This design comes from an exercise in tuning for small area, a short achievable clock period and few clock cycles on the open sky130 flow, not from production work.
Only simulation tests tie the RTL to the original design; equivalence was not proved.

== the baseline ==
==> flow/design.v (excerpt) <==
module MPQ(clk,rst,data_valid,data,cmd_valid,cmd,index,value,busy,RAM_valid,RAM_A,RAM_D,done);
For scale: roughly 1,700 cells after synthesis, about 190 flip-flops, roughly 50 I/O pins, ~14,000 um2 of cells after synthesis.
==> flow/config.mk <==
export PLATFORM = sky130hd
export DESIGN_NAME = MPQ
export DESIGN_NICKNAME = MPQ
export VERILOG_FILES = /design/flow/design.v
export SDC_FILE = /design/flow/constraint.sdc
export NUM_CORES = 4
export LEC_CHECK = 0
export CAP_MARGIN = 20
export CORE_MARGIN = 2
export CORE_UTILIZATION = 40
export PLACE_DENSITY = 0.65
export SETUP_SLACK_MARGIN = 4.0
export SLEW_MARGIN = 20
==> flow/constraint.sdc <==
create_clock -name core_clock -period 7.0 [get_ports {clk}]
set_input_delay 1.4000 -clock core_clock [delete_from_list [all_inputs] [get_ports {clk}]]
set_output_delay 1.4000 -clock core_clock [all_outputs]
set_load 0.01 [all_outputs]
run.sh (not shown) runs the stock make flow with config.mk's settings and CLKGATE_MAP_FILE= SYNTH_SCRIPT=/design/flow/synth_recipe.tcl, a recipe that flattens the netlist after the stock synthesis.
Testbench counts of the baseline, summed over its fixed seeds: cycles 11,648.
Inputs modified between the baseline and the candidate:
--- a/flow/design.v
+++ b/flow/design.v
@@ -12,27 +12,33 @@
 output [7:0] RAM_A;
 output reg [7:0] RAM_D;    
 output reg done;
 localparam S_LOAD = 0, S_IDLE = 1, S_PRE = 2, S_R1 = 3, S_R2 = 4, S_R3 = 5, S_R4 = 6, S_WR = 7, S_RD = 8;
 localparam C_BUILD = 3'd0, C_EXT = 3'd1, C_INC = 3'd2, C_INS = 3'd3, C_WR = 3'd4;
 reg [8:0] st;
 reg [3:0] m;       
+reg [3:0] ob;      
 reg [14:0] os;     
 reg [3:0] wa;      
 reg [7:0] valr;    
 reg [2:0] cr;      
 reg       pend;    
 reg       fixed;   
 reg       xw;      
 assign RAM_A = {4'd0, wa};
 reg [119:0] A;
+integer j;
 wire [7:0] a0 = A[7:0],   a1 = A[15:8],   a2 = A[23:16],  a3 = A[31:24];
 wire [7:0] a4 = A[39:32], a5 = A[47:40],  a6 = A[55:48],  a7 = A[63:56];
 wire [7:0] a8 = A[71:64], a9 = A[79:72],  a10 = A[87:80], a11 = A[95:88];
 wire [7:0] a12 = A[103:96], a13 = A[111:104], a14 = A[119:112];
+always @(*) begin
+	for (j = 0; j < 15; j = j + 1)
+		os[j] = (ob == j);
+end
 function gt8;
 	input [7:0] a, b;
 	reg [7:0] g, l;
 	reg [3:0] g2, l2;
 	reg [1:0] g4, l4;
 	integer i;
 	begin
@@ -138,26 +144,18 @@
 wire [7:0] n_10 = sr4 ? a4 : a10;
 wire [7:0] n_11 = sl5 ? a5 : a11;
 wire [7:0] n_12 = sr5 ? a5 : a12;
 wire [7:0] n_13 = sl6 ? a6 : a13;
 wire [7:0] n_14 = sr6 ? a6 : a14;
 wire [119:0] N = {n_14, n_13, n_12, n_11, n_10, n_9, n_8, n_7, n_6, n_5, n_4, n_3, n_2, n_1, n_0};
 reg [7:0] rd;
-integer j;
 always @(*) begin
 	rd = 8'd0;
 	for (j = 0; j < 15; j = j + 1)
 		rd = rd | ({8{os[j]}} & A[8*j +: 8]);
-end
-reg [14:0] moh, ioh;
-always @(*) begin
-	for (j = 0; j < 15; j = j + 1) begin
-		moh[j] = (m == j);
-		ioh[j] = (index[3:0] == j);
-	end
 end
 wire is_cmd = (cmd <= 3'd4);
 wire issue  = is_cmd & (st[S_IDLE] | r3);
 wire start  = st[S_PRE] | (r4 & pend);
 wire ld     = st[S_LOAD];
 wire pinc   = st[S_PRE] & (cr == C_INC);
 wire wsel   = ld | (start & (cr == C_INS)) | pinc | x0;
@@ -197,51 +195,51 @@
                      (r4 & pend & ((cr == C_BUILD) | (cr == C_EXT)));
 assign nst[S_R3]   = r2;
 assign nst[S_R4]   = r3;
 assign nst[S_WR]   = (st[S_IDLE] & (cmd == C_WR)) | (wcyc & ~wlast);
 always @(posedge clk or posedge rst) begin
 	if (rst) begin
 		st <= 9'd1 << S_LOAD;
-		os <= 15'd1;
+		ob <= 4'd0;
 		pend <= 1'b0;
 		fixed <= 1'b0;
 		xw <= 1'b0;
 		busy <= 1'b1;
 		RAM_valid <= 1'b0;
 		done <= 1'b0;
 	end else begin
 		st <= nst;
 		xw <= (cr == C_EXT) & ((st[S_PRE] & skip1) | (r4 & pend));
 		busy <= ~(nst[S_IDLE] | nst[S_R3]);
 		done <= 1'b0;
 		if (ld) begin
-			os <= {os[13:0], 1'b0};
+			ob <= ob + 4'd1;
 			fixed <= 1'b0;
 		end
 		if (r4) begin
 			fixed <= 1'b1;
 			pend <= 1'b0;
 		end
 		if (issue) begin
 			if (r3) pend <= 1'b1;
 			if (cmd == C_WR) RAM_valid <= 1'b1;
 			case (cmd)
-				C_EXT:   os <= moh;
-				C_INC:   os <= ioh;
-				C_INS:   os <= {moh[13:0], 1'b0};
-				default: os <= 15'd2;
+				C_EXT:   ob <= m;
+				C_INC:   ob <= index[3:0];
+				C_INS:   ob <= m + 4'd1;
+				default: ob <= 4'd1;
 			endcase
 		end
 		if (wcyc) begin
 			if (wlast) begin
 				RAM_valid <= 1'b0;
 				done <= 1'b1;
-				os <= 15'd1;
+				ob <= 4'd0;
 			end else
-				os <= {os[13:0], 1'b0};
+				ob <= ob + 4'd1;
 		end
 	end
 end
 always @(posedge clk) begin
 	if (ld && os[11]) m <= 4'd11;
 	if (issue && cmd == C_WR) RAM_D <= n_0;
 	else                      RAM_D <= rd;
Notes after the runs:
Going from the baseline to the candidate, synthesis-to-finish area growth grows by 2.2 points. Compare the candidate and the baseline | routed wire length higher: the candidate. In the flow results for the candidate and the baseline, the post-synthesis simple-gate area fraction is smaller on the baseline. Comparing the candidate against the baseline, there is no change at all in total inserted antenna cells. Diff the baseline -> the candidate: share of cells above drive strength 1 up 1.4 points, number of sinks on the clock net down 11, area taken by multi-input logic gates up about 1.2%, post-cts resize count up about 3%, DRC violation count after routing flat.
Testbench counts of the candidate, summed over its fixed seeds: cycles 11,648.

==> separate check: timing with driven ports <==
How much do the figures lean on ideal ports? The routed layouts below were timed once more, with nothing changed but the port constraints. Step 1, drivers: a clkbuf_16 drives clk and a buf_2 each remaining input, both assumed. Step 2 times the ports against the registers' clock, not the clock port: input delays grow and output delays shrink by t, the midpoint of the rising clock arrivals with the driver on. Three values: ideal, step 1, step 2; two values: the first two.
run	t, ns	setup WS [ns]	hold slack, ns	worst setup path after step 2	pins driven straight from the clock port
the baseline	0.519	3.927 / 3.929 / 3.410	0.452 / 0.452 / 0.452	input to register	1
the candidate	0.500	3.863 / 3.870 / 3.369	0.468 / 0.468 / 0.468	input to register	1
After both steps every run listed still meets setup and hold. For the baseline, which loses most, drivers alone change the setup slack by +0.002 ns; drivers and shift together by -0.517 ns.
